What follows belongs to an exercise in optimizing a design on an open flow for small area and a short achievable clock period; a production flow would make more cautious choices.
Only simulation tests tie the RTL to the original design; equivalence was not proved.
Power and IR drop assume default switching activity.

===== design/flow/flow/run.sh =====
#!/bin/bash
# Layout flow: the standard flow (standard.sh, all steps unchanged, from
# the standard synthesis to the final layout), with one difference: the
# buffers that the placement step puts on every input and output port are
# sky130_fd_sc_hd__buf_2 cells instead of the resizer's default choice.
# make's full output goes to standard.log in the work folder; ORFS keeps each
# step's own log under orfs/logs.
set -euo pipefail
bash standard.sh "BUFFER_PORTS_ARGS=-buffer_cell sky130_fd_sc_hd__buf_2" finish > standard.log 2>&1

===== design/flow/config.mk =====
export PLATFORM = sky130hd
export DESIGN_NAME = ArithmeticLogicUnitSystem
export DESIGN_NICKNAME = ArithmeticLogicUnitSystem
export VERILOG_FILES = /design/flow/design.v
export SDC_FILE = /design/flow/constraint.sdc
export NUM_CORES = 4
export LEC_CHECK = 0
export CAP_MARGIN = 20
export CORE_MARGIN = 2
export CORE_UTILIZATION = 45
export CTS_CLUSTER_DIAMETER = 100
export CTS_CLUSTER_SIZE = 20
export PLACE_DENSITY = 0.65
export SETUP_SLACK_MARGIN = 4.0
export SLEW_MARGIN = 20
export SYNTH_HIERARCHICAL = 1
export SYNTH_MINIMUM_KEEP_SIZE = 0

===== design/flow/constraint.sdc =====
create_clock -name core_clock -period 12.0 [get_ports {Clock}]
set_input_delay 2.4000 -clock core_clock [delete_from_list [all_inputs] [get_ports {Clock}]]
set_output_delay 2.4000 -clock core_clock [all_outputs]
set_load 0.01 [all_outputs]

===== design/flow/standard.sh =====
#!/bin/bash
# synth_recipe.tcl (not shown) runs the flow's synth.tcl, then flattens the netlist and writes it again
# the make line also repeats each setting of config.mk as NAME=value (left out here)
make -C /OpenROAD-flow-scripts/flow DESIGN_CONFIG=/design/flow/config.mk WORK_HOME=/design/flow/orfs CLKGATE_MAP_FILE= SYNTH_SCRIPT=/design/flow/synth_recipe.tcl "${@:-finish}"

===== design/flow/design.v =====
module DataRegister(
    input wire [7:0] I,
    input wire E,
    input wire [1:0] FunSel,
    input wire Clock,
    output reg [31:0] DROut
    );
    wire hd  = ~E;
    wire s00 = E & (FunSel == 2'b00);    
    wire s01 = E & (FunSel == 2'b01);    
    wire s10 = E & (FunSel == 2'b10);    
    wire s11 = E & (FunSel == 2'b11);    
    wire slo = s00 | s01 | s10;          
    wire [31:0] d;
    genvar i;
    generate
        for (i = 0; i < 32; i = i + 1) begin : b
            if (i < 8) begin : lo
                DataRegBit u(.q(DROut[i]), .hd(hd), .a(I[i]), .sa(slo), .b(DROut[i+8]), .sb(s11),
                             .c(1'b0), .sc(1'b0), .y(d[i]));
            end else if (i < 24) begin : mid
                DataRegBit u(.q(DROut[i]), .hd(hd), .a(I[7]), .sa(s00), .b(DROut[i+8]), .sb(s11),
                             .c(DROut[i-8]), .sc(s10), .y(d[i]));
            end else begin : hi
                DataRegBit u(.q(DROut[i]), .hd(hd), .a(I[7]), .sa(s00), .b(I[i-24]), .sb(s11),
                             .c(DROut[i-8]), .sc(s10), .y(d[i]));
            end
        end
    endgenerate
    always @(posedge Clock)
        DROut <= d;
endmodule
module DataRegBit(input wire q, hd, a, sa, b, sb, c, sc, output wire y);
    assign y = (hd & q) | (sa & a) | (sb & b) | (sc & c);
endmodule
module InstructionRegister(
    input wire [7:0] I,
    input wire Write,
    input wire LH,
    input wire Clock,
    output reg [7:0] IROut
    );
    always @(posedge Clock) begin
        if(Write && !LH)
            IROut <= I;
    end
endmodule
module RegisterFile(
    input wire [31:0] I,
    input wire Clock,
    input wire [2:0] FunSel,
    input wire [3:0] RegSel,
    input wire [3:0] ScrSel,
    output wire [255:0] Q
    );
    wire [7:0] en = {ScrSel[0], ScrSel[1], ScrSel[2], ScrSel[3],
                     RegSel[0], RegSel[1], RegSel[2], RegSel[3]};
    wire incdec = (FunSel[2:1] == 2'b00);
    wire dec    = ~FunSel[0];
    wire shl8   = (FunSel == 3'b110);
    reg [31:0] X;
    always @* begin
        case (FunSel)
            3'b010:  X = I;
            3'b100:  X = {24'b0, I[7:0]};
            3'b101:  X = {16'b0, I[15:0]};
            3'b110:  X = {24'b0, I[7:0]};
            3'b111:  X = {{16{I[15]}}, I[15:0]};
            default: X = 32'b0;
        endcase
    end
    genvar k, i;
    generate
        for (k = 0; k < 8; k = k + 1) begin : R
            reg [31:0] q;
            wire [31:0] d;
            wire a   = en[k] & incdec;
            wire sh  = en[k] & shl8;
            wire ldl = en[k] & ~incdec;           
            wire ldh = en[k] & ~incdec & ~shl8;   
            wire hd  = ~(en[k] & ~incdec);        
            wire [4:0] cl;           
            wire [32:8] c;           
            assign cl[0] = a;
            assign c[8] = cl[4];
            for (i = 0; i < 4; i = i + 1) begin : s
                RegSlice sl(.q(q[2*i+1:2*i]), .x(X[2*i+1:2*i]),
                    .c(cl[i]), .dec(dec), .ld(ldl), .hd(hd),
                    .d(d[2*i+1:2*i]), .cn(cl[i+1]));
            end
            for (i = 8; i < 32; i = i + 1) begin : t
                if (i % 2 == 0) begin : e
                    RegBitShT sl(.q(q[i]), .qm8(q[i-8]), .x(X[i]),
                        .c(c[i]), .dec(dec), .sh(sh), .ld(ldh), .hd(hd),
                        .d(d[i]), .ncn(c[i+1]));
                end else begin : o
                    RegBitShN sl(.q(q[i]), .qm8(q[i-8]), .x(X[i]),
                        .nc(c[i]), .dec(dec), .sh(sh), .ld(ldh), .hd(hd),
                        .d(d[i]), .cn(c[i+1]));
                end
            end
            always @(posedge Clock)
                q <= d;
            assign Q[32*k+31:32*k] = q;
        end
    endgenerate
endmodule
module RegSlice(
    input wire [1:0] q, x,
    input wire c, dec, ld, hd,
    output wire [1:0] d,
    output wire cn
    );
    wire c1 = c & (q[0] ^ dec);
    assign cn = c1 & (q[1] ^ dec);
    wire [1:0] m = ({2{ld}} & x) | ({2{hd}} & q);
    assign d[0] = c  ? ~q[0] : m[0];
    assign d[1] = c1 ? ~q[1] : m[1];
endmodule
module RegBitShT(
    input wire q, qm8, x,
    input wire c, dec, sh, ld, hd,
    output wire d,
    output wire ncn
    );
    wire nm, p;
    Aoi222 um(.a(sh), .b(qm8), .c(ld), .d(x), .e(hd), .f(q), .y(nm));
    Xor2 ux(.a(q), .b(dec), .y(p));
    Nand2 uc(.a(c), .b(p), .y(ncn));
    Mux2i ud(.a0(nm), .a1(q), .s(c), .y(d));         
endmodule
module RegBitShN(
    input wire q, qm8, x,
    input wire nc, dec, sh, ld, hd,
    output wire d,
    output wire cn
    );
    wire nm, np;
    Aoi222 um(.a(sh), .b(qm8), .c(ld), .d(x), .e(hd), .f(q), .y(nm));
    Xnor2 ux(.a(q), .b(dec), .y(np));
    Nor2 uc(.a(nc), .b(np), .y(cn));
    Mux2i ud(.a0(q), .a1(nm), .s(nc), .y(d));        
endmodule
module Xor2(input wire a, b, output wire y);
    assign y = a ^ b;
endmodule
module Xnor2(input wire a, b, output wire y);
    assign y = ~(a ^ b);
endmodule
module Nand2(input wire a, b, output wire y);
    assign y = ~(a & b);
endmodule
module Nor2(input wire a, b, output wire y);
    assign y = ~(a | b);
endmodule
module Mux2i(input wire a0, a1, s, output wire y);
    assign y = ~(s ? a1 : a0);
endmodule
module ReadBit8(input wire [7:0] d, input wire [7:0] s, output wire y);
    assign y = |(d & s);
endmodule
module ReadBit11(input wire [10:0] d, input wire [10:0] s, output wire y);
    wire n0, n1, n2, n3;
    Aoi222 u0(.a(d[0]), .b(s[0]), .c(d[1]), .d(s[1]), .e(d[2]), .f(s[2]), .y(n0));
    Aoi222 u1(.a(d[3]), .b(s[3]), .c(d[4]), .d(s[4]), .e(d[5]), .f(s[5]), .y(n1));
    Aoi222 u2(.a(d[6]), .b(s[6]), .c(d[7]), .d(s[7]), .e(d[8]), .f(s[8]), .y(n2));
    Aoi22  u3(.a(d[9]), .b(s[9]), .c(d[10]), .d(s[10]), .y(n3));
    Nand4  u4(.a(n0), .b(n1), .c(n2), .d(n3), .y(y));
endmodule
module Aoi222(input wire a, b, c, d, e, f, output wire y);
    assign y = ~((a & b) | (c & d) | (e & f));
endmodule
module Aoi22(input wire a, b, c, d, output wire y);
    assign y = ~((a & b) | (c & d));
endmodule
module Nand4(input wire a, b, c, d, output wire y);
    assign y = ~(a & b & c & d);
endmodule
module ReadBit4(input wire [3:0] d, input wire [3:0] s, output wire y);
    assign y = |(d & s);
endmodule
module ReadBit3(input wire [2:0] d, input wire [2:0] s, output wire y);
    assign y = |(d & s);
endmodule
module ReadBit2(input wire [1:0] d, input wire [1:0] s, output wire y);
    assign y = |(d & s);
endmodule
module AddressRegisterFile(
    input wire [15:0] I,
    input wire [2:0] RegSel,
    input wire [1:0] FunSel,
    output wire [47:0] Q,
    input wire Clock
    );
    wire [2:0] en = {RegSel[0], RegSel[1], RegSel[2]};    
    wire incdec = ~FunSel[1];
    wire dec    = ~FunSel[0];
    wire [15:0] X = FunSel[0] ? 16'b0 : I;                 
    genvar k, i;
    generate
        for (k = 0; k < 3; k = k + 1) begin : A
            reg [15:0] q;
            wire [15:0] d;
            wire a  = en[k] & incdec;
            wire ld = en[k] & ~incdec;
            wire [8:0] c;
            assign c[0] = a;
            for (i = 0; i < 8; i = i + 1) begin : s
                RegSlice sl(.q(q[2*i+1:2*i]), .x(X[2*i+1:2*i]),
                    .c(c[i]), .dec(dec), .ld(ld), .hd(~ld),
                    .d(d[2*i+1:2*i]), .cn(c[i+1]));
            end
            always @(posedge Clock)
                q <= d;
            assign Q[16*k+15:16*k] = q;
        end
    endgenerate
endmodule
module ArithmeticLogicUnit(
    input wire [31:0] A, B,
    input wire [4:0] FunSel,
    input wire WF,
    output wire [31:0] ALUOut,
    output reg [3:0] FlagsOut,
    input wire Clock
    );
    wire w32 = FunSel[4];
    wire [3:0] f = FunSel[3:0];
    wire cf = FlagsOut[2];
    reg [3:0] T;
    always @* begin
        case (f)
            4'b0000: T = 4'b1100;    
            4'b0001: T = 4'b1010;    
            4'b0010: T = 4'b0011;    
            4'b0011: T = 4'b0101;    
            4'b0111: T = 4'b1000;    
            4'b1000: T = 4'b1110;    
            4'b1001: T = 4'b0110;    
            4'b1010: T = 4'b0111;    
            default: T = 4'b0000;    
        endcase
    end
    wire arith = (f == 4'b0100) | (f == 4'b0101) | (f == 4'b0110);
    wire sub   = (f == 4'b0110);
    wire cin   = (f == 4'b0110) | ((f == 4'b0101) & cf);
    wire left  = (f == 4'b1011) | (f == 4'b1110);
    wire right = (f == 4'b1100) | (f == 4'b1101) | (f == 4'b1111);
    wire asr   = (f == 4'b1101);
    wire [3:0] Thi = w32 ? T : 4'b0000;
    wire arith_hi = arith & w32;
    wire left_hi  = left & w32;
    wire right_hi = right & w32;
    wire lin0   = (f == 4'b1110) & cf;                    
    wire rin31  = (asr & A[31]) | ((f == 4'b1111) & cf);  
    wire rin15  = w32 ? A[16] : ((asr & A[15]) | ((f == 4'b1111) & cf));
    wire [31:0] p, g;
    wire [31:0] Gl [0:5];
    wire [31:0] Pl [0:5];
    function integer par;
        input integer x;
        integer k;
        begin
            par = 0;
            for (k = 0; k < 32; k = k + 1)
                par = par ^ ((x >> k) & 1);
        end
    endfunction
    genvar i, l;
    generate
        for (i = 0; i < 32; i = i + 1) begin : pg
            if (i == 0) begin : b0
                AdderPG0 u(.a(A[i]), .b(B[i]), .sub(sub), .cin(cin), .p(p[i]), .g(g[i]));
            end else begin : bn
                AdderPG u(.a(A[i]), .b(B[i]), .sub(sub), .p(p[i]), .g(g[i]));
            end
        end
    endgenerate
    assign Gl[0] = g;
    assign Pl[0] = p;
    generate
        for (l = 0; l < 5; l = l + 1) begin : lvl
            for (i = 0; i < 32; i = i + 1) begin : b
                if (i & (1 << l)) begin : op
                    localparam integer j = ((i >> l) << l) - 1;
                    localparam integer pi_ = par(i & ((1 << l) - 1));
                    localparam integer pj_ = l % 2;
                    wire gj = (pi_ == pj_) ? Gl[l][j] : ~Gl[l][j];
                    wire pj = (pi_ == pj_) ? Pl[l][j] : ~Pl[l][j];
                    if (pi_ == 0) begin : t
                        AdderNodeT n(.gi(Gl[l][i]), .pi(Pl[l][i]), .gj(gj), .pj(pj),
                                     .ng(Gl[l+1][i]), .np(Pl[l+1][i]));
                    end else begin : n
                        AdderNodeN n(.ngi(Gl[l][i]), .npi(Pl[l][i]), .ngj(gj), .npj(pj),
                                     .g(Gl[l+1][i]), .p(Pl[l+1][i]));
                    end
                end else begin : pass
                    assign Gl[l+1][i] = Gl[l][i];
                    assign Pl[l+1][i] = Pl[l][i];
                end
            end
        end
    endgenerate
    wire [32:0] c;
    assign c[0] = cin;
    generate
        for (i = 1; i <= 32; i = i + 1) begin : cb
            if (par(i - 1)) begin : inv
                assign c[i] = ~Gl[5][i-1];
            end else begin : tru
                assign c[i] = Gl[5][i-1];
            end
        end
    endgenerate
    wire [31:0] res;
    generate
        for (i = 0; i < 32; i = i + 1) begin : outb
            wire [3:0] t = (i < 16) ? T : Thi;
            wire ar = (i < 16) ? arith : arith_hi;
            wire lf = (i < 16) ? left : left_hi;
            wire rt = (i < 16) ? right : right_hi;
            wire sl = (i == 0) ? lin0 : A[i-1];
            wire sr = (i == 31) ? rin31 : (i == 15) ? rin15 : A[i+1];
            wire other;
            AluOther uo(.a(A[i]), .b(B[i]), .t(t), .lf(lf), .sl(sl), .rt(rt), .sr(sr), .y(other));
            if (i > 0 && par(i - 1)) begin : resn
                AluResN ur(.p(p[i]), .nc(Gl[5][i-1]), .ar(ar), .other(other), .y(res[i]));
            end else begin : rest
                AluRes ur(.p(p[i]), .c(c[i]), .ar(ar), .other(other), .y(res[i]));
            end
        end
    endgenerate
    assign ALUOut = res;
    wire zero = ~|res;
    wire neg  = w32 ? res[31] : res[15];
    wire cout = w32 ? c[32] : c[16];
    wire ovf  = w32 ? (c[31] ^ c[32]) : (c[15] ^ c[16]);
    wire atop = w32 ? A[31] : A[15];
    always @(posedge Clock) begin
        if (WF) begin
            FlagsOut[3] <= zero;
            if (!asr)
                FlagsOut[1] <= neg;
            if (arith)
                FlagsOut[2] <= cout ^ sub;
            else if (left)
                FlagsOut[2] <= atop;
            else if (right & !asr)
                FlagsOut[2] <= A[0];
            if (arith)
                FlagsOut[0] <= ovf;
        end
    end
endmodule
module AdderPG(input wire a, b, sub, output wire p, g);
    wire bx = b ^ sub;
    assign p = a ^ bx;
    assign g = a & bx;
endmodule
module AdderPG0(input wire a, b, sub, cin, output wire p, g);
    wire bx = b ^ sub;
    assign p = a ^ bx;
    assign g = (a & bx) | (p & cin);
endmodule
module AdderNodeT(input wire gi, pi, gj, pj, output wire ng, np);
    assign ng = ~(gi | (pi & gj));
    assign np = ~(pi & pj);
endmodule
module AdderNodeN(input wire ngi, npi, ngj, npj, output wire g, p);
    assign g = ~(ngi & (npi | ngj));
    assign p = ~(npi | npj);
endmodule
module AluOther(input wire a, b, input wire [3:0] t, input wire lf, sl, rt, sr, output wire y);
    wire lg = a ? (b ? t[3] : t[2]) : (b ? t[1] : t[0]);
    assign y = lg | (lf & sl) | (rt & sr);
endmodule
module AluRes(input wire p, c, ar, other, output wire y);
    assign y = (ar & (p ^ c)) | other;
endmodule
module AluResN(input wire p, nc, ar, other, output wire y);
    assign y = (ar & ~(p ^ nc)) | other;
endmodule
module ArithmeticLogicUnitSystem(
    input wire MuxDSel, IR_Write, IR_LH,
               DR_E, ALU_WF,
               Clock,
    input wire [1:0] MuxASel, MuxBSel, MuxCSel, DR_FunSel,
                     ARF_OutCSel, ARF_OutDSel, ARF_FunSel,
    input wire [2:0] RF_FunSel, RF_OutASel, RF_OutBSel,
                     ARF_RegSel,
    input wire [3:0] RF_RegSel, RF_ScrSel,
    input wire [4:0] ALU_FunSel,
    input wire [7:0] MemOut,
    output wire [15:0] Address,
    output wire [7:0] MemData,
    output wire [31:0] ALUOut,
    output wire Z, C, N, O
);
    wire [255:0] RQ;
    wire [47:0]  AQ;
    wire [31:0]  ALU_A, OutB, DROut, MuxAOut;
    wire [15:0]  OutC, MuxBOut;
    wire [7:0]   IROut;
    wire [3:0]   FlagsOut;
    ArithmeticLogicUnit ALU(.WF(ALU_WF), .FunSel(ALU_FunSel),
                        .A(ALU_A), .B(OutB), .Clock(Clock),
                        .ALUOut(ALUOut), .FlagsOut(FlagsOut));
    RegisterFile RF(.I(MuxAOut), .Clock(Clock), .RegSel(RF_RegSel),
                .ScrSel(RF_ScrSel), .FunSel(RF_FunSel), .Q(RQ));
    AddressRegisterFile ARF(.I(MuxBOut), .Clock(Clock), .RegSel(ARF_RegSel),
                      .FunSel(ARF_FunSel), .Q(AQ));
    DataRegister DR(.I(MemOut), .Clock(Clock), .E(DR_E), .FunSel(DR_FunSel), .DROut(DROut));
    InstructionRegister IR(.I(MemOut), .Clock(Clock), .Write(IR_Write), .LH(IR_LH), .IROut(IROut));
    wire [7:0] selA  = MuxDSel ? 8'b0 : (8'b1 << RF_OutASel);
    wire [7:0] selB  = 8'b1 << RF_OutBSel;
    wire [2:0] selC  = {ARF_OutCSel[1], ARF_OutCSel == 2'b01, ARF_OutCSel == 2'b00};
    wire [2:0] selD  = {ARF_OutDSel[1], ARF_OutDSel == 2'b01, ARF_OutDSel == 2'b00};
    wire [2:0] selAC = MuxDSel ? selC : 3'b0;
    wire [3:0] sMA   = 4'b1 << MuxASel;
    wire [3:0] sMB   = 4'b1 << MuxBSel;
    wire [3:0] sMC   = 4'b1 << MuxCSel;
    genvar i;
    generate
        for (i = 0; i < 32; i = i + 1) begin : rd
            wire [7:0] col = {RQ[224+i], RQ[192+i], RQ[160+i], RQ[128+i],
                              RQ[96+i], RQ[64+i], RQ[32+i], RQ[i]};
            ReadBit8 rb(.d(col), .s(selB), .y(OutB[i]));
            if (i < 16) begin : lo
                wire [2:0] acol = {AQ[32+i], AQ[16+i], AQ[i]};
                ReadBit11 ra(.d({acol, col}), .s({selAC, selA}), .y(ALU_A[i]));
                ReadBit3 rc(.d(acol), .s(selC), .y(OutC[i]));
                ReadBit3 rdd(.d(acol), .s(selD), .y(Address[i]));
            end else begin : hi
                ReadBit8 ra(.d(col), .s(selA), .y(ALU_A[i]));
            end
        end
        for (i = 0; i < 32; i = i + 1) begin : ma
            if (i < 8) begin : b0
                ReadBit4 m(.d({IROut[i], DROut[i], OutC[i], ALUOut[i]}), .s(sMA), .y(MuxAOut[i]));
            end else if (i < 16) begin : b1
                ReadBit3 m(.d({DROut[i], OutC[i], ALUOut[i]}), .s(sMA[2:0]), .y(MuxAOut[i]));
            end else begin : b2
                ReadBit2 m(.d({DROut[i], ALUOut[i]}), .s({sMA[2], sMA[0]}), .y(MuxAOut[i]));
            end
        end
        for (i = 0; i < 16; i = i + 1) begin : mb
            if (i < 8) begin : b0
                ReadBit4 m(.d({IROut[i], DROut[i], OutC[i], ALUOut[i]}), .s(sMB), .y(MuxBOut[i]));
            end else begin : b1
                ReadBit3 m(.d({DROut[i], OutC[i], ALUOut[i]}), .s(sMB[2:0]), .y(MuxBOut[i]));
            end
        end
        for (i = 0; i < 8; i = i + 1) begin : mc
            ReadBit4 m(.d({ALUOut[24+i], ALUOut[16+i], ALUOut[8+i], ALUOut[i]}), .s(sMC), .y(MemData[i]));
        end
    endgenerate
    assign {Z, C, N, O} = FlagsOut;
endmodule

==> results of run 1 <==
placed cells by master, fill, tap and decap left out, drive strengths merged, types with 37 or more instances in the layout:
master / n
nor2: 132
xor2: 255
a221oi: 56
a21oi: 107
ha: 37
and3: 55
a222oi: 344
nand4: 67
dfxtp: 336
o21ai: 57
nand2: 209
a22oi: 322
a31oi: 57
xnor2: 105
mux2i: 194
inv: 91
buf: 262
state kept, by name, indices dropped and copies added, names as in the netlist:
| register | count |
|---|---|
| ALU.FlagsOut | 4 |
| ARF.A.q | 48 |
| IR.IROut | 8 |
| DR.DROut | 32 |
| RF.R.q | 256 |
routing by layer:
metal / up-vias / track usage, % / wire length [µm]
met1: 13510 / 47.05 / 41910
met3: 429 / 7.125 / 13640
li1: 11870 / - / -
met4: 2 / 19.93 / 7631
met2: 2169 / 54.61 / 48130
met5: - / 0 / 150
power by group through the flow:
stage / Sequential [mW] / Clock, mW / Combinational, mW
after floorplan: 1.49 / 0 / 0.715
after global placement: 1.64 / 0 / 0.950
after detailed placement: 1.65 / 0 / 0.980
after CTS: 1.62 / 0.831 / 1.04
after global routing: 1.65 / 0.869 / 1.17
final: 1.65 / 0.830 / 1.10
area by class of cell:
type                       count  share of cell area [%]
antenna                        1                0.008402
clock buffer                  26                   2.004
clock inverter                 4                  0.2143
inverter                      90                   1.155
multi-input combinational   2249                   63.04
sequential                   348                   23.80
tap                          756                   3.176
timing repair buffer         264                   6.592
timing repair inverter         1                 0.01680
stage by stage:
step	power (mW)	worst slack, ps	hold slack, ps	cell area [µm²]	instances
4_1_cts	3.491	3747	501.2	29360	3708
5_1_grt	3.693	3506	525.1	29780	3738
3_5_place_dp	2.629	2770	486.0	27930	3614
2_1_floorplan	2.202	589.6	448.3	26030	2701
3_3_place_gp	2.590	2948	464.3	27900	3612
6_report	3.584	3577	502.9	29780	3739
repair_timing:
item                                    CTS  global route
setup buffers                            62            27
pin swaps                                60            22
endpoints found under the setup margin   37            41
gates cloned                              2             3
gates resized for setup                  62            35
worst paths after layout:
| kind | endpoint | slack [ps] | cells after the start |
|---|---|---|---|
| worst max-delay path | MemData[3] | 3580 | 19 |
| worst min-delay path | RF.R[2].q[31] | 500 | 1 |
| worst max register to register | RF.R[1].q[23] | 6740 | 19 |
| worst min register to register | RF.R[2].q[31] | 500 | 1 |
==> results.json, run 1 <==
{
  "outcome": "complete, no violations",
  "maxSlewHeadroom_pct": 17.71,
  "reg2reg_from": "RF.R[4].q[5]",
  "leakage_nw": 12.14,
  "vdd_drop_max_mv": 0.1030,
  "cts_buffers": 22,
  "path_max_fanout": 15,
  "viasPerCell": 7.483,
  "ys_warn_count": 11,
  "hold_class": "register to register",
  "crit_path_start": "RF_OutBSel[2]",
  "switching_power_mw": 1.439,
  "globalRouteOverflowTotal": 0,
  "worst_pin_slew_ps": 1232,
  "areaGrowthSynthToFinish_pct": 17.11,
  "io_buffers": 112,
  "rows": 87,
  "critPathLaunchType": "input pin",
  "min_period_ps": 8423,
  "grt_max_degree": 74,
  "sequentialPowerShare_pct": 46.1,
  "p_clk_share_pct": 23.1,
  "p_int_mw": 2.145,
  "multi_input_area_mm2": 0.01877,
  "dpl.hpwl_mm": 81.48,
  "antenna_found_initial": 0,
  "gp_congestion": 1.006,
  "fillers": 5143,
  "comb_power_share_pct": 30.8,
  "tns_ps": 0,
  "cts_hold_buf": 0,
  "required_ps": 9600,
  "drive_gt1_share_pct": 22.10,
  "cts_tree": "yes",
  "grt_first_pass_wirelength_mm": 162.7,
  "p_per_area_mw_per_mm2": 120.3,
  "min_from": "RF.R[2].q[31]",
  "vias": 27980,
  "io_pins": 113,
  "rsz0062_at_grt": "yes",
  "clockBufferDepth": 3,
  "critPathKind": "input pin to primary output",
  "finClkSkew_ps": 29.27,
  "core_mm2": 0.05617,
  "period_share_pct": 70.19,
  "die_y_um": 241.7,
  "die_area_mm2": 0.05843,
  "avgRoutedWirePerCell_um": 29.81,
  "regArea_mm2": 0.007087,
  "path_buf_inv": 5,
  "worstPathArrival_ps": 6020,
  "cpLargestDelayFamily": "compound AO/OA/AOI/OAI gates",
  "slowest_delay_ps": 400,
  "crit_slowest_cell": "nand4_1",
  "nets": 3066,
  "synth.cell_area_mm2": 0.02543,
  "firstDrtPassIters": 17,
  "grt_pass1_vias": 24940,
  "utilization_pct": 53.02,
  "grt_usage_pct": 35.70,
  "syn_area_per_cell_um2": 9.468,
  "drv_cap": 0,
  "cts.sinks": 348,
  "root_buffer": "clkbuf_16",
  "htree_levels": 1,
  "drv_slew": 0,
  "finalHoldViolations": 0,
  "syn_inst": 2686,
  "drt_iter0_markers": 5960,
  "drc": 0,
  "max_freq_mhz": 118.7,
  "swShare_pct": 40.16,
  "setup_viol": 0,
  "worstSkewPairLatency_ps": 590,
  "clkSlewWorstSetupHoldPaths_ps": 90,
  "ant_nets": 0,
  "path_cells": "buf_6 -> and3b_2 -> buf_12 -> a22oi_2 -> nand4_1 -> xor2_1 -> ha_1 -> a21oi_4 -> o21ai_2 -> a21oi_4 -> o21ai_4 -> buf_12 -> buf_4 -> a21oi_2 -> xnor2_1 -> a21o_1 -> a22oi_2 -> nand2_1 -> buf_2",
  "start_util_pct": 45.28,
  "wl_mm": 111.5,
  "cp-end-kind": "primary output",
  "dieWidth_um": 241.7
}
==> run 2, diff against run 1 <==
--- a/design/flow/config.mk
+++ b/design/flow/config.mk
@@ -7,10 +7,10 @@
 export LEC_CHECK = 0
 export CAP_MARGIN = 20
 export CORE_MARGIN = 2
-export CORE_UTILIZATION = 45
+export CORE_UTILIZATION = 40
 export CTS_CLUSTER_DIAMETER = 100
 export CTS_CLUSTER_SIZE = 20
-export PLACE_DENSITY = 0.65
+export PLACE_DENSITY = 0.6
 export SETUP_SLACK_MARGIN = 4.0
 export SLEW_MARGIN = 20
 export SYNTH_HIERARCHICAL = 1
==> run 2 against run 1 <==
Still clean; final area up 1.6%; power up 1.1%; critical path depth up 1; combinational power about the same; global-route usage down 2.7 points; sequential cell count unchanged; maximum frequency up 0.34%; critical path type unchanged; highest routed layer is now met4.
==> results.json, run 2 <==
{
  "fillers": 5950,
  "cts_hold_buf": 0,
  "cts_tree": "yes",
  "die_y_um": 256.2,
  "start_util_pct": 40.39,
  "dpl.hpwl_mm": 84.33,
  "dp.cells": 3708,
  "die_area_mm2": 0.06561,
  "drv_cap": 0,
  "grt_pass1_vias": 25080,
  "p_per_area_mw_per_mm2": 119.8,
  "final_cells": 3857,
  "synth.cell_area_mm2": 0.02543,
  "drt_iter0_markers": 6054,
  "hold_class": "register to register",
  "rsz0062_at_grt": "yes",
  "ys_warn_count": 11,
  "vias": 27780,
  "drv_slew": 0,
  "regMostFlops": "RF.R.q",
  "htree_levels": 1,
  "areaGrowthSynthToFinish_pct": 18.95,
  "top_regs": "RF.R.q: 256 flops, ARF.A.q: 48 flops, DR.DROut: 32 flops",
  "syn_area_per_cell_um2": 9.468,
  "drive_gt1_share_pct": 23.02,
  "r2r_setup_slack_ps": 6750,
  "firstDrtPassIters": 19,
  "slowest_delay_ps": 320,
  "holdPathEnd": "RF.R[0].q[31]",
  "gp_congestion": 0.9826,
  "clkSlewWorstSetupHoldPaths_ps": 90,
  "ant_nets": 0,
  "grt_usage_pct": 32.98,
  "core_mm2": 0.06297,
  "path_cells": "buf_12 -> and3b_2 -> buf_12 -> a22oi_2 -> nand4_1 -> xor2_1 -> ha_1 -> a21o_1 -> a21oi_4 -> o21ai_4 -> a21oi_4 -> o21ai_4 -> buf_12 -> buf_8 -> a21oi_4 -> xnor2_1 -> a21o_1 -> a22oi_2 -> nand2_1 -> buf_2",
  "worstSkewPairLatency_ps": 590,
  "rows": 92,
  "regToRegEndpoint": "RF.R[7].q[28]",
  "min_from": "RF.R[0].q[31]",
  "root_buffer": "clkbuf_16",
  "viasPerCell": 7.202,
  "finClkSkew_ps": 31.80,
  "required_ps": 9600,
  "cts.sinks": 348,
  "io_buffers": 112,
  "antenna_found_initial": 1,
  "crit_slowest_cell": "ha_1",
  "vdd_drop_max_mv": 0.08033,
  "worst_pin_slew_ps": 1282,
  "final_cell_mix": "a222oi_1 (344), dfxtp_1 (336), a22oi_1 (291)",
  "syn_inst": 2686,
  "io_pins": 113,
  "globalRouteOverflowTotal": 0,
  "grt_max_degree": 164,
  "worstPathArrival_ps": 5990,
  "outcome": "complete, no violations",
  "avgRoutedWirePerCell_um": 29.58,
  "drc": 0,
  "period_share_pct": 69.95,
  "hold_depth": 1,
  "clockBufferDepth": 3,
  "maxSlewHeadroom_pct": 14.32,
  "max_freq_mhz": 119.1,
  "critPathKind": "input pin to primary output",
  "n_antenna_cell": 0,
  "finalHoldViolations": 0,
  "wl_mm": 114.1,
  "nets": 3094,
  "cp-end-kind": "primary output",
  "reg2reg_from": "RF.R[4].q[0]",
  "dieWidth_um": 256.2,
  "path_max_fanout": 8,
  "layout_commonest_cell": "a222oi_1",
  "worst-r2r-cell-count": 19,
  "grt_first_pass_wirelength_mm": 168.1,
  "tns_ps": 0,
  "setup_viol": 0,
  "critPathLaunchType": "input pin",
  "cts_buffers": 23,
  "largest_reg_flops": 256,
  "min_period_ps": 8394,
  "leakage_nw": 12.33
}
## run 2: per-stage QoR
step / power, mW / cell area, µm² / setup slack, ps / util (%) / hold WS, ps
floorplan: 2.202 / 26030 / 589.6 / - / 448.3
global placement: 2.615 / 28070 / 2899 / 44.58 / 476.3
detailed placement: 2.649 / 28080 / 2796 / 44.60 / 485.9
CTS: 3.529 / 29720 / 3810 / 47.21 / 504.2
global route: 3.740 / 30250 / 3559 / 48.04 / 525.2
finish: 3.624 / 30250 / 3606 / 48.04 / 509.1
## run 2: report_power, final
part / switching [mW] / internal, mW
logic: 0.643 / 0.484
registers: 0.357 / 1.30
clock network: 0.475 / 0.366
## run 2: timing repair
| item | in CTS | in global routing |
|---|---|---|
| pin swaps | 86 | 42 |
| setup endpoints to repair | 37 | 33 |
| gates cloned | 3 | 0 |
| gates resized for setup | 81 | 38 |
| buffers inserted | 77 | 35 |
## run 2: how the worst max path moves through the flow
stage,from,end,cells past startpoint
final,RF_OutBSel[0],MemData[2],20
after global routing,RF_OutBSel[0],MemData[4],20
after CTS,RF_OutBSel[0],MemData[7],19
after detailed placement,ALU_FunSel[0],MemData[7],20
after global placement,ALU_FunSel[0],MemData[7],20
after floorplan,RF_FunSel[0],RF.R[3].q[31],30
## run 2: area by class of cell
| class | instances | area [µm²] | area share [%] |
|---|---|---|---|
| multi-input combinational | 2248 | 18830 | 62.25 |
| sequential | 348 | 7087 | 23.43 |
| timing repair buffer | 293 | 2260 | 7.470 |
| tap | 846 | 1059 | 3.499 |
| clock buffer | 28 | 604.3 | 1.998 |
| inverter | 90 | 354.1 | 1.170 |
| clock inverter | 4 | 57.56 | 0.1903 |
## run 2: routing by layer
layer	share of wire, %	global-route usage, %
met1	39	44.16
met2	45	51.51
met3	11	5.734
met4	5.6	15.45
met5	0	0
## run 2: worst max-delay path, delay by kind of cell
family	cells	cell delay, ps
AOI/OAI and AO/OA	9	1550
buffers and inverters	5	720
and+or+nand+nor	3	660
adders and majority gates	1	320
xor gates and xnor gates	2	310
==> run 3, diff against run 2 <==
--- a/design/flow/design.v
+++ b/design/flow/design.v
@@ -353,9 +353,13 @@
     end
 endmodule
 module AdderPG(input wire a, b, sub, output wire p, g);
-    wire bx = b ^ sub;
-    assign p = a ^ bx;
-    assign g = a & bx;
+    wire bx;
+    Xor2 u0(.a(b), .b(sub), .y(bx));
+    Xor2 u1(.a(a), .b(bx), .y(p));
+    And2 u2(.a(a), .b(bx), .y(g));
+endmodule
+module And2(input wire a, b, output wire y);
+    assign y = a & b;
 endmodule
 module AdderPG0(input wire a, b, sub, cin, output wire p, g);
     wire bx = b ^ sub;
==> run 3 against run 2 <==
Still clean; sequential share of layout area fell by 0.61 points; non-clock buffer count rose by 29; sequential cell count did not move; clock skew fell by 4.2 ps; sequential power barely moved; clock-buffer cell count did not move; combinational power rose by 6%; clock power fell by 3.3%; first-iteration DRC count rose by 7.4%; power rose by 1.0%; critical endpoint is now MemData[0]; highest routed layer unchanged.
==> results.json, run 3 <==
{
  "outcome": "complete, no violations",
  "ant_nets": 0,
  "critPathKind": "input pin to primary output",
  "tns_ps": 0,
  "drv_cap": 0,
  "setup_viol": 0,
  "critPathLaunchType": "input pin",
  "grt_max_degree": 60,
  "worstSkewPairLatency_ps": 590,
  "largest_reg_flops": 256,
  "viasPerCell": 7.262,
  "crit_path_start": "RF_OutASel[1]",
  "cts_tree": "yes",
  "slowest_delay_ps": 450,
  "gp_congestion": 1.036,
  "clkSlewWorstSetupHoldPaths_ps": 90,
  "p_per_area_mw_per_mm2": 117.9,
  "min_from": "RF.R[0].q[31]",
  "grt_first_pass_wirelength_mm": 172.9,
  "firstDrtPassIters": 17,
  "nets": 3123,
  "syn_area_per_cell_um2": 9.389,
  "r2r_setup_slack_ps": 6620,
  "io_buffers": 112,
  "htree_levels": 1,
  "rows": 92,
  "root_buffer": "clkbuf_16",
  "die_y_um": 256.5,
  "regToRegEndpoint": "RF.R[3].q[25]",
  "maxSlewHeadroom_pct": 17.92,
  "required_ps": 9600,
  "comb_power_share_pct": 32.7,
  "holdPathEnd": "RF.R[0].q[31]",
  "grt_usage_pct": 33.98,
  "areaGrowthSynthToFinish_pct": 21.75,
  "leakage_nw": 12.53,
  "cp-end-kind": "primary output",
  "vdd_drop_max_mv": 0.1040,
  "globalRouteOverflowTotal": 0,
  "final_cell_mix": "a222oi_1 (344), dfxtp_1 (336), a22oi_1 (289)",
  "syn_inst": 2717,
  "path_cells": "buf_12 -> nor4b_4 -> buf_4 -> clkbuf_16 -> a222oi_1 -> nand4_1 -> xor2_1 -> nand2_1 -> o21ai_4 -> a21oi_4 -> o21ai_4 -> buf_12 -> clkinv_8 -> buf_4 -> o21ai_2 -> xor2_1 -> a21o_1 -> a22oi_2 -> nand2_1 -> buf_2",
  "antenna_found_initial": 0,
  "rsz0062_at_grt": "yes",
  "reg2reg_from": "RF.R[0].q[0]",
  "start_util_pct": 40.44,
  "layout_commonest_cell": "a222oi_1",
  "dpl.hpwl_mm": 85.75,
  "p_int_mw": 2.169,
  "drt_iter0_markers": 6505,
  "min_period_ps": 8367,
  "cts_buffers": 22,
  "io_pins": 113,
  "vias": 28450,
  "grt_pass1_vias": 25790,
  "top_regs": "RF.R.q: 256 flops, ARF.A.q: 48 flops, DR.DROut: 32 flops",
  "cts.sinks": 348,
  "worstPathArrival_ps": 5970,
  "total_power_mw": 3.661,
  "finalHoldViolations": 0,
  "dieWidth_um": 256.5,
  "worst-r2r-cell-count": 19,
  "sequentialPowerShare_pct": 45.1,
  "finClkSkew_ps": 27.56,
  "drive_gt1_share_pct": 25.11,
  "crit_slowest_cell": "a222oi_1",
  "drv_slew": 0,
  "regMostFlops": "RF.R.q",
  "worst_pin_slew_ps": 1231,
  "wl_mm": 118.8,
  "max_freq_mhz": 119.5,
  "switching_power_mw": 1.492,
  "cts_hold_buf": 0,
  "p_clk_share_pct": 22.2,
  "drc": 0,
  "hold_class": "register to register",
  "avgRoutedWirePerCell_um": 30.33,
  "swShare_pct": 40.75,
  "die_area_mm2": 0.06581,
  "ys_warn_count": 11,
  "period_share_pct": 69.72,
  "synth.cell_area_mm2": 0.02551,
  "hold_depth": 1,
  "core_mm2": 0.06308,
  "clockBufferDepth": 3,
  "path_max_fanout": 16
}
==> run 3: area by class of cell <==
type	instances	area (µm²)
Antenna cell	1	2.502
Clock buffer	28	594.3
Clock inverter	3	41.29
Fill cell	5979	32020
Inverter	90	359.1
Multi-Input combinational cell	2279	19250
Sequential cell	348	7087
Tap cell	846	1059
Timing Repair Buffer	322	2664
Timing Repair inverter	1	5.005
==> run 3: how the worst max path moves through the flow <==
stage / endpoint / slack [ps] / cells past startpoint
after detailed placement: MemData[7] / 2570 / 17
after CTS: MemData[7] / 3750 / 20
after global routing: MemData[0] / 3560 / 21
after global placement: MemData[7] / 2660 / 19
final: MemData[0] / 3630 / 20
after floorplan: RF.R[3].q[31] / 590 / 30
==> run 3: repair_timing <==
action                                  CTS  global route
endpoints found under the setup margin   37            52
cloned                                    3             3
buffers inserted                         77            57
pin swaps                                61            70
gates resized for setup                 122            87
==> run 3: critical path: cells and delay by family <==
| family | cells | cell delay [ps] |
|---|---|---|
| buffers and inverters | 7 | 1030 |
| and+or+nand+nor | 4 | 670 |
| xor gates and xnor gates | 2 | 330 |
| AOI/OAI and AO/OA | 7 | 1490 |
==> run 3: per-layer routing <==
| layer | part of all wire, % | GRT usage, % | up-vias |
|---|---|---|---|
| met5 | 0 | 0 | - |
| met4 | 5.9 | 16.91 | 0 |
| met3 | 12 | 7.216 | 431 |
| met2 | 44 | 52.00 | 2047 |
| met1 | 39 | 45.20 | 13970 |
| li1 | - | - | 12010 |
==> run 3: per-stage QoR <==
stage                     hold WS (ps)  cell area, µm²  cells  util [%]  worst slack (ps)
after CTS                        497.1           30150   3857     47.79              3749
after detailed placement         477.1           28240   3746     44.76              2574
after global routing             514.7           31050   3917     49.23              3561
final                            502.3           31060   3918     49.23              3633
after global placement           474.7           28180   3744     44.67              2664
after floorplan                  448.3           26110   2732         -             589.6
==> run 3: power by group through the flow <==
stage          clock (mW)  combinational (mW)  sequential, mW
2_1_floorplan           0               0.716            1.49
3_3_place_gp            0               0.976            1.64
3_5_place_dp            0                1.00            1.65
4_1_cts             0.821                1.08            1.62
5_1_grt             0.858                1.27            1.66
6_report            0.813                1.20            1.65
==> run 4, diff against run 3 <==
--- a/design/flow/design.v
+++ b/design/flow/design.v
@@ -353,13 +353,9 @@
     end
 endmodule
 module AdderPG(input wire a, b, sub, output wire p, g);
-    wire bx;
-    Xor2 u0(.a(b), .b(sub), .y(bx));
-    Xor2 u1(.a(a), .b(bx), .y(p));
-    And2 u2(.a(a), .b(bx), .y(g));
-endmodule
-module And2(input wire a, b, output wire y);
-    assign y = a & b;
+    wire bx = b ^ sub;
+    assign p = a ^ bx;
+    assign g = a & bx;
 endmodule
 module AdderPG0(input wire a, b, sub, cin, output wire p, g);
     wire bx = b ^ sub;
==> design/flow/run.sh (new file) <==
#!/bin/bash
# synth_recipe.tcl (not shown) runs the flow's synth.tcl, then flattens the netlist and writes it again
# the make line also repeats each setting of config.mk as NAME=value (left out here)
make -C /OpenROAD-flow-scripts/flow DESIGN_CONFIG=/design/flow/config.mk WORK_HOME=/design/flow/orfs CLKGATE_MAP_FILE= SYNTH_SCRIPT=/design/flow/synth_recipe.tcl finish
--- a/design/flow/config.mk
+++ b/design/flow/config.mk
@@ -7,10 +7,10 @@
 export LEC_CHECK = 0
 export CAP_MARGIN = 20
 export CORE_MARGIN = 2
-export CORE_UTILIZATION = 40
+export CORE_UTILIZATION = 45
 export CTS_CLUSTER_DIAMETER = 100
 export CTS_CLUSTER_SIZE = 20
-export PLACE_DENSITY = 0.6
+export PLACE_DENSITY = 0.65
 export SETUP_SLACK_MARGIN = 4.0
 export SLEW_MARGIN = 20
 export SYNTH_HIERARCHICAL = 1
removed: design/flow/flow/run.sh
removed: design/flow/standard.sh
==> run 4 against run 3 <==
Die area decreased by 11%; hold slack better by 0.80 ps; global-route usage grew 4.4 points; via count is 1.2% higher; sequential cell count is the same; routed wire length is 0.28% higher; non-clock buffer count up 49; area after synthesis shrank 0.30%; clock skew fell by 4.1 ps; combinational power about the same; maximum frequency down 2.1%; synthesized cell count down 1.1%; largest power group unchanged; highest routed layer is now met5.
==> results.json, run 4 <==
{
  "met2_usage_pct": 58.28,
  "grt_busiest_layer": "met2",
  "path_max_fanout": 16,
  "finClkSkew_ps": 23.46,
  "areaGrowthSynthToFinish_pct": 24.34,
  "antenna_found_initial": 1,
  "grt_max_degree": 68,
  "leakage_nw": 12.86,
  "core_mm2": 0.05617,
  "worstPathArrival_ps": 6140,
  "top_regs": "RF.R.q: 256 flops, ARF.A.q: 48 flops, DR.DROut: 32 flops",
  "syn_inst": 2686,
  "drive_gt1_share_pct": 24.08,
  "die_area_mm2": 0.05843,
  "crit_slowest_cell": "ha_1",
  "largest_reg_flops": 256,
  "cts_hold_buf": 0,
  "clkSlewWorstSetupHoldPaths_ps": 100,
  "period_share_pct": 71.20,
  "use_met3_pct": 9.145,
  "dieWidth_um": 241.7,
  "die_y_um": 241.7,
  "wl_mm": 119.2,
  "cp-end-kind": "primary output",
  "rows": 87,
  "root_buffer": "clkbuf_16",
  "cts_tree": "yes",
  "viasPerCell": 7.476,
  "dpl.hpwl_mm": 83.91,
  "htree_levels": 1,
  "firstDrtPassIters": 17,
  "rsz0062_at_grt": "yes",
  "drt_iter0_markers": 6549,
  "grtUsageMet1_pct": 49.24,
  "synth.cell_area_mm2": 0.02543,
  "cpLargestDelayFamily": "compound AO/OA/AOI/OAI gates",
  "nets": 3175,
  "drv_cap": 0,
  "final_cell_mix": "a222oi_1 (344), dfxtp_1 (336), a22oi_1 (277)",
  "regMostFlops": "RF.R.q",
  "finalHoldViolations": 0,
  "clockBufferDepth": 3,
  "worst_pin_slew_ps": 1255,
  "grt_usage_pct": 38.42,
  "ys_warn_count": 11,
  "cp.depth": 21,
  "avgRoutedWirePerCell_um": 30.93,
  "gp_congestion": 1.022,
  "total_power_mw": 3.765,
  "vdd_drop_max_mv": 0.1106,
  "fillers": 5015,
  "start_util_pct": 45.28,
  "cts_buffers": 23,
  "p_per_area_mw_per_mm2": 119.1,
  "drv_slew": 0,
  "ant_nets": 0,
  "worst-r2r-cell-count": 20,
  "slowest_delay_ps": 330,
  "hold_class": "register to register",
  "worstSkewPairLatency_ps": 590,
  "grt_first_pass_wirelength_mm": 173.9,
  "max_freq_mhz": 117.0,
  "layout_commonest_cell": "a222oi_1",
  "path_cells": "buf_12 -> and3b_2 -> buf_12 -> a22oi_2 -> nand4_1 -> xor2_1 -> ha_1 -> a21o_1 -> a21oi_4 -> o21ai_4 -> a21oi_4 -> o21ai_4 -> buf_12 -> buf_8 -> a21oi_4 -> xnor2_1 -> a21o_1 -> buf_6 -> a22oi_2 -> nand2_1 -> buf_2",
  "globalRouteOverflowTotal": 0,
  "outcome": "complete, no violations",
  "io_pins": 113,
  "grt_pass1_vias": 26260,
  "critPathLaunchType": "input pin",
  "setup_viol": 0,
  "min_period_ps": 8544,
  "drc": 0,
  "path_buf_inv": 6,
  "tns_ps": 0,
  "cts.sinks": 348,
  "hold_depth": 1,
  "vias": 28810,
  "maxSlewHeadroom_pct": 15.80,
  "critPathKind": "input pin to primary output",
  "required_ps": 9600,
  "syn_area_per_cell_um2": 9.468,
  "io_buffers": 112
}
## run 4: per-layer routing
layer	up-vias	wire, µm
met5	-	10
met4	2	9823
met3	571	14840
met2	2229	50900
met1	13910	43600
li1	12090	-
## run 4: per-stage QoR
stage / std cells / hold WS [ps] / instance area, µm² / worst slack [ps] / util (%)
2_1_floorplan: 2701 / 448.3 / 26030 / 589.6 / -
3_3_place_gp: 3613 / 473.4 / 28470 / 1900 / 50.69
3_5_place_dp: 3614 / 474.9 / 28490 / 1708 / 50.72
4_1_cts: 3796 / 498.1 / 30960 / 3722 / 55.11
5_1_grt: 3850 / 521.0 / 31610 / 3407 / 56.28
6_report: 3853 / 503.1 / 31620 / 3456 / 56.30
## run 4: area by class of cell
cell class | count | area [µm²] | share of cell area [%]
timing repair inverter | 2 | 12.51 | 0.03957
clock inverter | 7 | 88.84 | 0.2809
tap | 756 | 945.9 | 2.991
antenna | 3 | 7.507 | 0.02374
sequential | 348 | 7087 | 22.41
clock buffer | 27 | 610.6 | 1.931
multi-input combinational | 2249 | 19130 | 60.48
inverter | 90 | 356.6 | 1.128
timing repair buffer | 371 | 3387 | 10.71
## run 4: path summary, 6_finish.rpt
path,from,endpoint,slack (ps)
max,RF_OutBSel[1],MemData[3],3460
min,RF.R[1].q[31],RF.R[1].q[31],500
max reg2reg,RF.R[4].q[0],RF.R[3].q[25],6340
min reg2reg,RF.R[1].q[31],RF.R[1].q[31],500
## run 4: what timing repair did
item | 4_1_cts | 5_1_grt
setup buffers | 139 | 52
pin swaps | 109 | 52
resized for setup | 227 | 121
gates cloned | 9 | 0
setup endpoints to repair | 128 | 57
## run 4: power by group
part	leakage [nW]	internal, mW	switching [mW]
Sequential	2.87	1.30	0.372
Combinational	9.65	0.551	0.670
Clock	0.341	0.391	0.483
==> run 5, diff against run 4 <==
--- a/design/flow/config.mk
+++ b/design/flow/config.mk
@@ -7,10 +7,10 @@
 export LEC_CHECK = 0
 export CAP_MARGIN = 20
 export CORE_MARGIN = 2
-export CORE_UTILIZATION = 45
+export CORE_UTILIZATION = 30
 export CTS_CLUSTER_DIAMETER = 100
 export CTS_CLUSTER_SIZE = 20
-export PLACE_DENSITY = 0.65
+export PLACE_DENSITY = 0.5
 export SETUP_SLACK_MARGIN = 4.0
 export SLEW_MARGIN = 20
 export SYNTH_HIERARCHICAL = 1
==> run 5 against run 4 <==
Hold slack worse by 4.8 ps; first-iteration DRC count down 12%; clock-buffer cell count increased by 5; critical endpoint is now MemData[2].
==> results.json, run 5 <==
{
  "drt_iter0_markers": 5739,
  "cts_tree": "yes",
  "final_cell_mix": "a222oi_1 (344), dfxtp_1 (336), a22oi_1 (282)",
  "die_area_mm2": 0.08712,
  "slowest_delay_ps": 330,
  "finalHoldViolations": 0,
  "dieWidth_um": 295.2,
  "p_per_area_mw_per_mm2": 118.2,
  "syn_area_per_cell_um2": 9.468,
  "path_buf_inv": 6,
  "crit_slowest_cell": "ha_1",
  "drc": 0,
  "ys_warn_count": 11,
  "period_share_pct": 70.34,
  "critPathKind": "input pin to primary output",
  "grt_usage_pct": 27.42,
  "fillers": 8379,
  "ant_nets": 0,
  "critPathLaunchType": "input pin",
  "clockBufferDepth": 3,
  "drv_cap": 0,
  "tns_ps": 0,
  "hold_class": "register to register",
  "htree_levels": 1,
  "worst_hold_slack_ps": 498.3,
  "finClkSkew_ps": 27.97,
  "setup_viol": 0,
  "antenna_found_initial": 0,
  "max_freq_mhz": 118.5,
  "drive_gt1_share_pct": 25.25,
  "vdd_drop_max_mv": 0.1070,
  "vias": 28490,
  "r2r_setup_slack_ps": 6360,
  "io_buffers": 112,
  "cts.sinks": 348,
  "nets": 3208,
  "viasPerCell": 6.676,
  "path_cells": "buf_12 -> and3b_2 -> buf_12 -> a22oi_2 -> nand4_1 -> xor2_1 -> ha_1 -> a21o_1 -> a21oi_2 -> o21ai_4 -> a21oi_4 -> o21ai_4 -> buf_12 -> buf_8 -> a21oi_4 -> xnor2_1 -> a21o_1 -> buf_6 -> a22oi_2 -> nand2_1 -> buf_2",
  "firstDrtPassIters": 15,
  "worstPathArrival_ps": 6040,
  "path_max_fanout": 6,
  "cp-end-kind": "primary output",
  "dpl.hpwl_mm": 91.20,
  "avgRoutedWirePerCell_um": 29.75,
  "grt_first_pass_wirelength_mm": 179.9,
  "grt_pass1_vias": 25830,
  "maxSlewHeadroom_pct": 15.76,
  "syn_inst": 2686,
  "layout_commonest_cell": "a222oi_1",
  "core_mm2": 0.08382,
  "die_y_um": 295.2,
  "cpLargestDelayFamily": "compound AO/OA/AOI/OAI gates",
  "regMostFlops": "RF.R.q",
  "root_buffer": "clkbuf_16",
  "fin_area_mm2": 0.03281,
  "n_antenna_cell": 0,
  "placed_area_mm2": 0.02895,
  "min_period_ps": 8440,
  "grt_max_degree": 115,
  "rows": 106,
  "drv_slew": 0,
  "largest_reg_flops": 256,
  "utilization_pct": 39.14,
  "globalRouteOverflowTotal": 0,
  "outcome": "complete, no violations",
  "required_ps": 9600,
  "gp_congestion": 0.9415,
  "synth.cell_area_mm2": 0.02543,
  "io_pins": 113,
  "cts_buffers": 25,
  "leakage_nw": 13.16,
  "top_regs": "RF.R.q: 256 flops, ARF.A.q: 48 flops, DR.DROut: 32 flops",
  "clkSlewWorstSetupHoldPaths_ps": 80,
  "wl_mm": 127.0,
  "worst_pin_slew_ps": 1255,
  "start_util_pct": 30.34,
  "critical_path.most_common_cell": "buf_12",
  "rsz0062_at_grt": "yes",
  "areaGrowthSynthToFinish_pct": 29.00,
  "worstSkewPairLatency_ps": 620
}
## run 5: layer usage
metal	track usage [%]	part of all wire (%)
met4	12.80	5.8
met2	42.73	44
met5	0	0
met3	5.984	10
met1	36.04	40
## run 5: final cells by class
class                      instances  area, µm²  share of cell area (%)
timing repair inverter             1      5.005                 0.01525
clock buffer                      32      661.9                   2.017
clock inverter                    10      142.6                  0.4348
multi-input combinational       2253      19260                   58.72
sequential                       348       7087                   21.60
inverter                          90      354.1                   1.079
timing repair buffer             399       3874                   11.81
tap                             1134       1419                   4.325
## run 5: path summary, 6_finish.rpt
kind | cells after the start | start | end
worst max-delay path | 21 | RF_OutBSel[2] | MemData[2]
worst min-delay path | 1 | RF.R[3].q[31] | RF.R[3].q[31]
worst max register to register | 21 | RF.R[0].q[0] | RF.R[7].q[27]
worst min register to register | 1 | RF.R[3].q[31] | RF.R[3].q[31]
## run 5: timing repair
| item | in CTS | in global routing |
|---|---|---|
| gates cloned | 13 | 6 |
| resized for setup | 308 | 85 |
| pin swaps | 105 | 65 |
| setup endpoints to repair | 176 | 57 |
| hold buffers | 0 | 0 |
| setup buffers | 160 | 62 |
## run 5: metrics by stage
stage	setup WS [ps]	instances	power, mW
finish	3560	4267	3.877
global route	3469	4267	4.009
CTS	3671	4199	3.776
detailed placement	1577	3984	2.716
global placement	1701	3983	2.688
floorplan	589.6	2701	2.202
## run 5: power by group
part           total, mW  switching, mW  leakage, nW  internal, mW
clock network      0.937          0.510        0.389         0.427
logic               1.27          0.682         9.91         0.586
registers           1.67          0.373         2.87          1.30
total               3.88           1.57         13.2          2.31

what the ideal ports hide:
The results above use ideal ports. As a check the final layouts listed here were re-extracted and re-timed, cells and wires unchanged. Step 1, drivers: a clkbuf_16 drives Clock and a buf_2 each remaining input, both assumed. Step 2 adds t to the input delays and takes it off the output delays; t is the mean of the earliest and latest rising clock arrival at the registers after step 1. Input paths then give back, and output paths get back, about the clock's delay inside the block. Three values: ideal, step 1, step 2; two values: the first two.
run | t (ns) | setup WS [ns] | hold WS [ns] | clock arrival spread, ns | pins driven straight from the clock port
run 1 | 0.639 | 3.577 / 3.535 / 3.535 | 0.503 / 0.503 / 0.503 | 0.029 / 0.029 | 1
run 2 | 0.640 | 3.606 / 3.547 / 3.547 | 0.509 / 0.509 / 0.509 | 0.032 / 0.032 | 1
run 3 | 0.639 | 3.633 / 3.449 / 3.449 | 0.502 / 0.502 / 0.502 | 0.028 / 0.028 | 1
run 4 | 0.645 | 3.456 / 3.405 / 3.405 | 0.503 / 0.503 / 0.503 | 0.024 / 0.023 | 1
run 5 | 0.670 | 3.560 / 3.444 / 3.444 | 0.498 / 0.498 / 0.498 | 0.028 / 0.028 | 1
After both steps setup and hold are still met in every run listed. The setup slack of run 3, which loses most, moves by -0.184 ns with the drivers and by -0.184 ns with both steps.
